This design comes from an exercise in tuning for small area on the open sky130 flow, not from production work. The RTL was checked by simulation tests, not by an equivalence proof against the original design. Power is estimated from default activity; no workload was simulated.

==> tundra <==
## LMC
module LMC (reset_n, pclk, generation, data_valid, data, d_k_in, MUXSyncHeader, PIPEWIDTH, data_valid_out_1, data_valid_out_2, data_valid_out_3, data_valid_out_4, data_valid_out_5, data_valid_out_6, data_valid_out_7, data_valid_out_8, data_valid_out_9, data_valid_out_10, data_valid_out_11, data_valid_out_12, data_valid_out_13, data_valid_out_14, data_valid_out_15, data_valid_out_16, d_k_out_1, d_k_out_2, d_k_out_3, d_k_out_4, d_k_out_5, d_k_out_6, d_k_out_7, d_k_out_8, d_k_out_9, d_k_out_10, d_k_out_11, d_k_out_12, d_k_out_13, d_k_out_14, d_k_out_15, d_k_out_16, dataout_1, dataout_2, dataout_3, dataout_4, dataout_5, dataout_6, dataout_7, dataout_8, dataout_9, dataout_10, dataout_11, dataout_12, dataout_13, dataout_14, dataout_15, dataout_16, LMCSyncHeader_1, LMCSyncHeader_2, LMCSyncHeader_3, LMCSyncHeader_4, LMCSyncHeader_5, LMCSyncHeader_6, LMCSyncHeader_7, LMCSyncHeader_8, LMCSyncHeader_9, LMCSyncHeader_10, LMCSyncHeader_11, LMCSyncHeader_12, LMCSyncHeader_13, LMCSyncHeader_14, LMCSyncHeader_15, LMCSyncHeader_16);
==> flow/config.mk <==
export PLATFORM = sky130hd
export DESIGN_NAME = LMC
export DESIGN_NICKNAME = LMC
export VERILOG_FILES = /design/flow/design.v
export SDC_FILE = /design/flow/constraint.sdc
export NUM_CORES = 4
export LEC_CHECK = 0
export CAP_MARGIN = 20
export CORE_AREA = 5 5 375 375
export DIE_AREA = 0 0 380 380
export SLEW_MARGIN = 20
export SYNTH_HIERARCHICAL = 1
==> flow/constraint.sdc <==
create_clock -name core_clock -period 5.0 [get_ports {pclk}]
set_input_delay 1.0000 -clock core_clock [delete_from_list [all_inputs] [get_ports {pclk}]]
set_output_delay 1.0000 -clock core_clock [all_outputs]
set_load 0.01 [all_outputs]
standard.sh (not shown) runs the stock make flow with config.mk's settings and CLKGATE_MAP_FILE= SYNTH_SCRIPT=/design/flow/synth_recipe.tcl, a recipe that flattens the netlist after the stock synthesis.
==> flow/flow/run.sh <==
#!/bin/bash
# Layout: the standard flow (standard synthesis included), with the smallest
# buffer on each port and a clock tree of smaller buffers without dummy loads.
set -euo pipefail
export BUFFER_PORTS_ARGS="-buffer_cell sky130_fd_sc_hd__buf_1"
export CTS_ARGS="-sink_clustering_enable -repair_clock_nets -dont_use_dummy_load -sink_clustering_size 15 -sink_clustering_max_diameter 80 -buf_list {sky130_fd_sc_hd__clkbuf_8}"
bash standard.sh > standard_flow.log 2>&1
==> amber: changes against tundra <==
--- a/flow/config.mk
+++ b/flow/config.mk
@@ -10,2 +10,3 @@
 export DIE_AREA = 0 0 380 380
+export PLACE_DENSITY = 0.3
 export SLEW_MARGIN = 20
==> nickel: changes against tundra <==
==> flow/flow/run.sh (replaced) <==
#!/bin/bash
# Layout: the standard flow (standard synthesis included), with the smallest
# buffer on each port and a clock tree of smaller buffers without dummy loads.
set -euo pipefail
export BUFFER_PORTS_ARGS="-buffer_cell sky130_fd_sc_hd__buf_1"
export CTS_ARGS="-sink_clustering_enable -repair_clock_nets -dont_use_dummy_load -sink_clustering_size 12 -sink_clustering_max_diameter 80 -buf_list {sky130_fd_sc_hd__clkbuf_8}"
bash standard.sh > standard_flow.log 2>&1
==> metrics list <==
- Worst hold slack: 0.4143 ns
- Pre-Repair DR Iteration Count: 14
- Among the stages of the critical path, the cell type that occurs most often is sky130_fd_sc_hd__buf_4.
- The first global-routing pass estimated 221200 um of wire.
* Final Cycle Share: about three quarters
- In the layout the commonest cells are sky130_fd_sc_hd__buf_1, sky130_fd_sc_hd__dfrtp_1, sky130_fd_sc_hd__a222oi_1.
* Final core utilization: 23.37%
* Peak Freq: 264.7 MHz
- Total GRT Usage: 21.71%
- Non-clock buffers in the final layout number roughly 1300.
- Clock Buffer Count: 51
* Status: complete, no violations
- In the final design database the tool counted 3786 nets.
The numbers above come from tundra.

==> metrics list <==
- The flow ran to the end and the layout has no timing, DRC or antenna violations.
- Timing would allow up to 267.1 MHz.
- Non-clock buffers in the final layout number 1329.
* Dpl cell area: 30970 um2
- Highest-count cells in the layout ignoring fill and taps: sky130_fd_sc_hd__buf_1, sky130_fd_sc_hd__dfrtp_1, sky130_fd_sc_hd__a222oi_1
* Wire length of the first global-routing pass: 221700 um
- Final hold analysis gives a worst-case slack of 0.4208 ns.
* Pre-Repair DR Iteration Count: 10
* Cell at the slowest stage of the critical path: sky130_fd_sc_hd__nor2_4
- Clock Buffer Count: 57
The numbers above come from nickel.

==> metrics list <==
- The run finished with no timing, DRC or antenna violations.
* Number of sinks on the clock net: 584
* Total GRT Usage: 20.84%
- Number of nets at the end of the flow: roughly 3800
- Repair and plain buffers: 1310
- Clock Buffer Count: 56
* Wire length of the first global-routing pass: 214900 um
- The final critical path takes up 78.64% of the cycle.
- Once the clock tree was built, the resizer swapped 0 gates to a different size.
- Clock network power consumption: 2800 uW
- DRT iter0 DRCs: approximately 2500
* Final core utilization: 23.19%
- Pre-Repair DR Iteration Count: 7
- Final hold analysis gives a worst-case slack of 0.3577 ns.
- The top cell types in the final layout, fill and taps aside, are sky130_fd_sc_hd__buf_1, sky130_fd_sc_hd__dfrtp_1, sky130_fd_sc_hd__a222oi_1.
- The largest registers in the layout are dout (512), dk (64), count (5).
* Post-synthesis average cell area: roughly 13 um2
The numbers above come from amber.

==> port drivers added, routing unchanged <==
The results above use ideal ports. As a check the final layouts listed here were re-extracted and re-timed, cells and wires unchanged.
Step 1 (the two cells are an assumption about what drives the block):
set clk [get_ports {pclk}]
set_driving_cell -lib_cell sky130_fd_sc_hd__clkbuf_16 $clk
set_driving_cell -lib_cell sky130_fd_sc_hd__buf_2 [delete_from_list [all_inputs] $clk]
Step 2 times the ports against the registers' clock, not the clock port: input delays grow and output delays shrink by t, the midpoint of the rising clock arrivals with the driver on.
Three values: ideal ports, drivers, drivers and shift; two values: the first two.
run | shift t [ns] | slack for setup (ns) | hold WS [ns] | worst slew at a driven data input, ns | pins driven straight from the clock port
tundra | 0.781 | 1.222 / 1.105 / 0.324 | 0.414 / 0.390 / 0.487 | 0.22 | 1
amber | 0.793 | 1.068 / 1.030 / 0.236 | 0.358 / 0.305 / 0.489 | 0.25 | 1
nickel | 0.769 | 1.256 / 1.162 / 0.393 | 0.421 / 0.399 / 0.486 | 0.23 | 1
After both steps setup and hold are still met in every run listed. The setup slack of tundra, which loses most, moves by -0.117 ns with the drivers and by -0.898 ns with both steps.
